Background: an optimization exercise with open tools, aiming at small area. Do not read the settings as production practice. Only simulation tests tie the RTL to the original design; equivalence was not proved. No driver is modelled on the clock port, so clocking that relies on it looks cheaper here than on a real chip. No activity file was given, so power comes from the tool's default toggle rates.

==> flow/design.v <==
module OnBoard(LEDR, HEX3, HEX2, HEX1, HEX0, SW, KEY, CLOCK_50);
	input [7:0] SW;
	input [2:0] KEY;
	input CLOCK_50;
	output [9:0] LEDR;
	output [6:0] HEX3, HEX2, HEX1, HEX0;
	localparam [3:0] RST=4'd3, SS=4'd7, SM=4'd5, SMIN=4'd6, MR0=4'd9, MR1=4'd11,
		RDY=4'd12, RT=4'd4, TMR=4'd14, TR=4'd15, FL=4'd13;
	localparam [6:0] INV = 7'b0101010, RV = 7'b0000011;
	wire k = KEY[0];
	reg [6:0] q;
	wire [6:0] s = q ^ INV;
	wire fb = ((s[0] & ~s[4]) ^ s[1]) ^ s[6];
	always @(posedge CLOCK_50)
		q <= INV ^ (k ? {s[5:0], fb} : RV);
	wire tick = ~s[0] & s[1] & s[2] & ~s[3] & ~s[6];
	wire tickL = ~s[0] & s[1] & ~s[3] & ~s[5] & ~s[6];
	reg [3:0] st;
	reg [3:0] d0, d2, d3;
	reg [2:0] d1;
	reg [3:0] o0, o2;
	reg [2:0] o1, o3;
	reg led;
	wire z0 = ~(d0[0] | d0[1] | d0[2] | d0[3]);
	wire b1 = z0 & ~(d1[0] | d1[1] | d1[2]);
	wire b2 = b1 & ~(d2[0] | d2[1] | d2[2] | d2[3]);
	wire zero = b2 & ~(d3[0] | d3[1] | d3[2] | d3[3]);
	always @(posedge CLOCK_50) begin
		case (st)
			SS: if (~KEY[1]) st <= SM;
			SM: if (KEY[1]) st <= SMIN;
			SMIN: if (~KEY[1]) st <= MR0;
			MR0: st <= KEY[1] ? RDY : MR1;
			MR1: if (KEY[1]) st <= RDY;
			RDY: if (~KEY[2]) st <= RT;
			RT: if (KEY[2]) st <= TMR;
			TMR: if (~KEY[2]) st <= TR; else if (zero) st <= FL;
			TR: if (KEY[2]) st <= RDY;
			FL: ;
			default: st <= SS;
		endcase
		if (!KEY[0]) st <= RST;
	end
	wire sRST = (st == RST);
	wire sSEC = (st == SS) | (st == SM);
	wire sMIN = (st == SMIN);
	wire sMR0 = (st == MR0);
	wire sMR1 = (st == MR1);
	wire sTMR = (st == TMR);
	wire sFL = (st == FL);
	wire sset = sSEC | sMIN;
	wire gt5 = SW[7] | (SW[6] & SW[5]);
	wire gt9 = SW[3] & (SW[2] | SW[1]);
	wire [2:0] cts = {3{sset}} & {SW[6] | gt5, SW[5] & ~gt5, SW[4] | gt5};
	wire [3:0] cos = {4{sset}} & {SW[3], SW[2] & ~SW[3], SW[1] & ~SW[3], SW[0] | gt9};
	wire oen = (tick & ~sMR1) | sMR0;
	always @(posedge CLOCK_50)
		if (oen) begin
			o3 <= d3[2:0]; o2 <= d2; o1 <= d1; o0 <= d0;
		end
	wire ldo = (sMR0 & ~tick) | (sMR1 & tick);
	wire tdec = sTMR & tick;
	wire ldc0 = sRST | sSEC;
	wire ldc2 = sRST | sMIN;
	wire ln0 = tdec;
	wire ln1 = tdec & z0;
	wire ln2 = tdec & b1;
	wire ln3 = tdec & b2;
	wire h0 = ~(ldo | ln0 | ldc0);
	wire h1 = ~(ldo | ln1 | ldc0);
	wire h2 = ~(ldo | ln2 | ldc2);
	wire h3 = ~(ldo | ln3 | ldc2);
	wire [3:0] n0 = {d0[0] ? d0[3] : ~(d0[1] | d0[2] | d0[3]),
	                 d0[0] ? d0[2] : ((d0[2] & d0[1]) | d0[3]),
	                 d0[0] ? d0[1] : (~d0[1] & (d0[2] | d0[3])),
	                 ~d0[0]};
	wire [2:0] n1 = {d1[0] ? d1[2] : ~(d1[1] | d1[2]),
	                 d1[0] ? d1[1] : d1[2],
	                 ~d1[0]};
	wire [3:0] n2 = {d2[0] ? d2[3] : ~(d2[1] | d2[2] | d2[3]),
	                 d2[0] ? d2[2] : ((d2[2] & d2[1]) | d2[3]),
	                 d2[0] ? d2[1] : (~d2[1] & (d2[2] | d2[3])),
	                 ~d2[0]};
	wire [3:0] n3 = {d3[3] ^ ~(d3[2] | d3[1] | d3[0]),
	                 d3[2] ^ ~(d3[1] | d3[0]),
	                 d3[1] ^ ~d3[0],
	                 ~d3[0]};
	always @(posedge CLOCK_50) begin
		d0 <= ({4{h0}} & d0) | ({4{ldo}} & o0) | ({4{ln0}} & n0) | ({4{ldc0}} & cos);
		d1 <= ({3{h1}} & d1) | ({3{ldo}} & o1) | ({3{ln1}} & n1) | ({3{ldc0}} & cts);
		d2 <= ({4{h2}} & d2) | ({4{ldo}} & o2) | ({4{ln2}} & n2) | ({4{ldc2}} & cos);
		d3 <= ({4{h3}} & d3) | ({4{ldo}} & {1'b0, o3}) | ({4{ln3}} & n3) | ({4{ldc2}} & {1'b0, cts});
	end
	always @(posedge CLOCK_50)
		led <= (tickL & sFL & ~led) | (~tickL & led);
	assign LEDR = {10{led}};
	assign HEX3 = seg16(d3);
	assign HEX2 = seg10(d2);
	assign HEX1 = seg6(d1);
	assign HEX0 = seg10(d0);
	function [6:0] seg16(input [3:0] n);
		seg16 =
			n == 4'd0 ? 7'b1000000 :
			n == 4'd1 ? 7'b1111001 :
			n == 4'd2 ? 7'b0100100 :
			n == 4'd3 ? 7'b0110000 :
			n == 4'd4 ? 7'b0011001 :
			n == 4'd5 ? 7'b0010010 :
			n == 4'd6 ? 7'b0000010 :
			n == 4'd7 ? 7'b1111000 :
			n == 4'd8 ? 7'b0000000 :
			n == 4'd9 ? 7'b0010000 :
			n == 4'd10 ? 7'b0010000 :
			n == 4'd11 ? 7'b0010000 :
			n == 4'd12 ? 7'b0010000 :
			n == 4'd13 ? 7'b0010000 :
			n == 4'd14 ? 7'b0010000 :
			7'b0010000;
	endfunction
	function [6:0] seg10(input [3:0] n);
		seg10 =
			n == 4'd0 ? 7'b1000000 :
			n == 4'd1 ? 7'b1111001 :
			n == 4'd2 ? 7'b0100100 :
			n == 4'd3 ? 7'b0110000 :
			n == 4'd4 ? 7'b0011001 :
			n == 4'd5 ? 7'b0010010 :
			n == 4'd6 ? 7'b0000010 :
			n == 4'd7 ? 7'b1111000 :
			n == 4'd8 ? 7'b0000000 :
			n == 4'd9 ? 7'b0010000 :
			n == 4'd10 ? 7'b0010000 :
			n == 4'd11 ? 7'b0010000 :
			n == 4'd12 ? 7'b0010000 :
			n == 4'd13 ? 7'b0010000 :
			n == 4'd14 ? 7'b0010000 :
			7'b0010000;
	endfunction
	function [6:0] seg6(input [2:0] n);
		seg6 =
			n == 3'd0 ? 7'b1000000 :
			n == 3'd1 ? 7'b1111001 :
			n == 3'd2 ? 7'b0100100 :
			n == 3'd3 ? 7'b0110000 :
			n == 3'd4 ? 7'b0011001 :
			n == 3'd5 ? 7'b0010010 :
			n == 3'd6 ? 7'b0010000 :
			7'b0010000;
	endfunction
endmodule
clock: 25.0 ns
lec_check: 0
abc_area: 1
cap_margin: 20
core_margin: 2
core_utilization: 40
slew_margin: 20
standard.sh (not shown) runs the stock make flow with config.mk's settings and CLKGATE_MAP_FILE= SYNTH_SCRIPT=/design/flow/synth_recipe.tcl, a recipe that flattens the netlist after the stock synthesis.
==> flow/flow/run.sh <==
#!/bin/bash
# Own layout flow: the standard ORFS flow (standard.sh) with these changes:
# - synthesis: flow/synth.tcl (synth_recipe.tcl with a stronger area script for abc and no adder extraction),
# - one buf_1 per input/output port instead of the default port buffer,
# - combinational cells downsized to their smallest drive after floorplan (timing is loose),
# - CTS with small clock buffers and no dummy loads; buffers driving 11+ sinks are upsized.
# Each step's full output goes to a log file in this folder; ORFS's own logs are under orfs/logs.
set -euo pipefail
HERE=$(pwd)
export FLOW_SYNTH_TCL="$HERE/synth_recipe.tcl"
export OWN_ABC_SCRIPT="$HERE/flow/abc_own.script"
export BUFFER_PORTS_ARGS="-buffer_cell sky130_fd_sc_hd__buf_1"
export POST_FLOORPLAN_TCL="$HERE/flow/downsize.tcl"
export POST_CTS_TCL="$HERE/flow/post_cts.tcl"
export CTS_ARGS="-sink_clustering_enable -repair_clock_nets -buf_list sky130_fd_sc_hd__clkbuf_4 -dont_use_dummy_load"
sed "s#SYNTH_SCRIPT=[^ ]*#SYNTH_SCRIPT=$HERE/flow/synth.tcl#" standard.sh > "$HERE/own.sh"
grep -q "SYNTH_SCRIPT=$HERE/flow/synth.tcl" "$HERE/own.sh"
bash "$HERE/own.sh" synth > "$HERE/log_synth.txt" 2>&1
bash "$HERE/own.sh" finish > "$HERE/log_layout.txt" 2>&1
Other scripts of this flow, unchanged in this note and not shown: flow/flow/abc_own.script, flow/flow/downsize.tcl, flow/flow/post_cts.tcl, flow/flow/synth.tcl
Change:
--- a/flow/design.v
+++ b/flow/design.v
@@ -5,6 +5,6 @@
 	output [9:0] LEDR;
 	output [6:0] HEX3, HEX2, HEX1, HEX0;
-	localparam [3:0] RST=4'd3, SS=4'd7, SM=4'd5, SMIN=4'd6, MR0=4'd9, MR1=4'd11,
-		RDY=4'd12, RT=4'd4, TMR=4'd14, TR=4'd15, FL=4'd13;
+	localparam [3:0] RST=4'd11, SS=4'd4, SM=4'd5, SMIN=4'd6, MR0=4'd0, MR1=4'd3,
+		RDY=4'd12, RT=4'd7, TMR=4'd14, TR=4'd15, FL=4'd13;
 	localparam [6:0] INV = 7'b0101010, RV = 7'b0000011;
 	wire k = KEY[0];
After rerunning:
- The changed run ran to the end with no violations
- core utilization falls by 0.48 points
- sequential share of layout area came out higher by 0.72 points
- worst setup slack got worse by 34 ps
- power goes up by about 36%
- routed wire length decreases by about 2.8%
- critical path depth went down by 2
- first-iteration DRC count increases by about 110%
- synthesized area goes down by about 1.5%
- die area is lower by about 1.4%
- sequential cell count stays the same
- final cell count went down by 1.5%
- hold slack improves by 19 ps
- non-clock buffer count fell by 1
- count of clock-buffer cells in the layout stays the same

==> afterwards: timing with drivers on the ports <==
Ports are ideal in the flow. The routed layouts listed here were re-timed in OpenROAD.
Step 1, drivers: a clkbuf_16 drives CLOCK_50 and a buf_2 each remaining input, both assumed.
Step 2 moves the port delays by t, midway between the first and last clock arrival at a register: inputs arrive t later, outputs are due t later. That takes back most of the time a late clock gives input paths.
Three values: no drivers, after step 1, after step 2; two values: the first two.
run	shift t [ns]	setup slack, ns	worst setup path at the end	worst slew at a driven data input, ns
the first run	0.354	18.233 / 18.209 / 18.564	register to output	0.03
the second run	0.354	18.199 / 18.178 / 18.532	register to output	0.04
After both steps setup and hold are still met in every run listed.
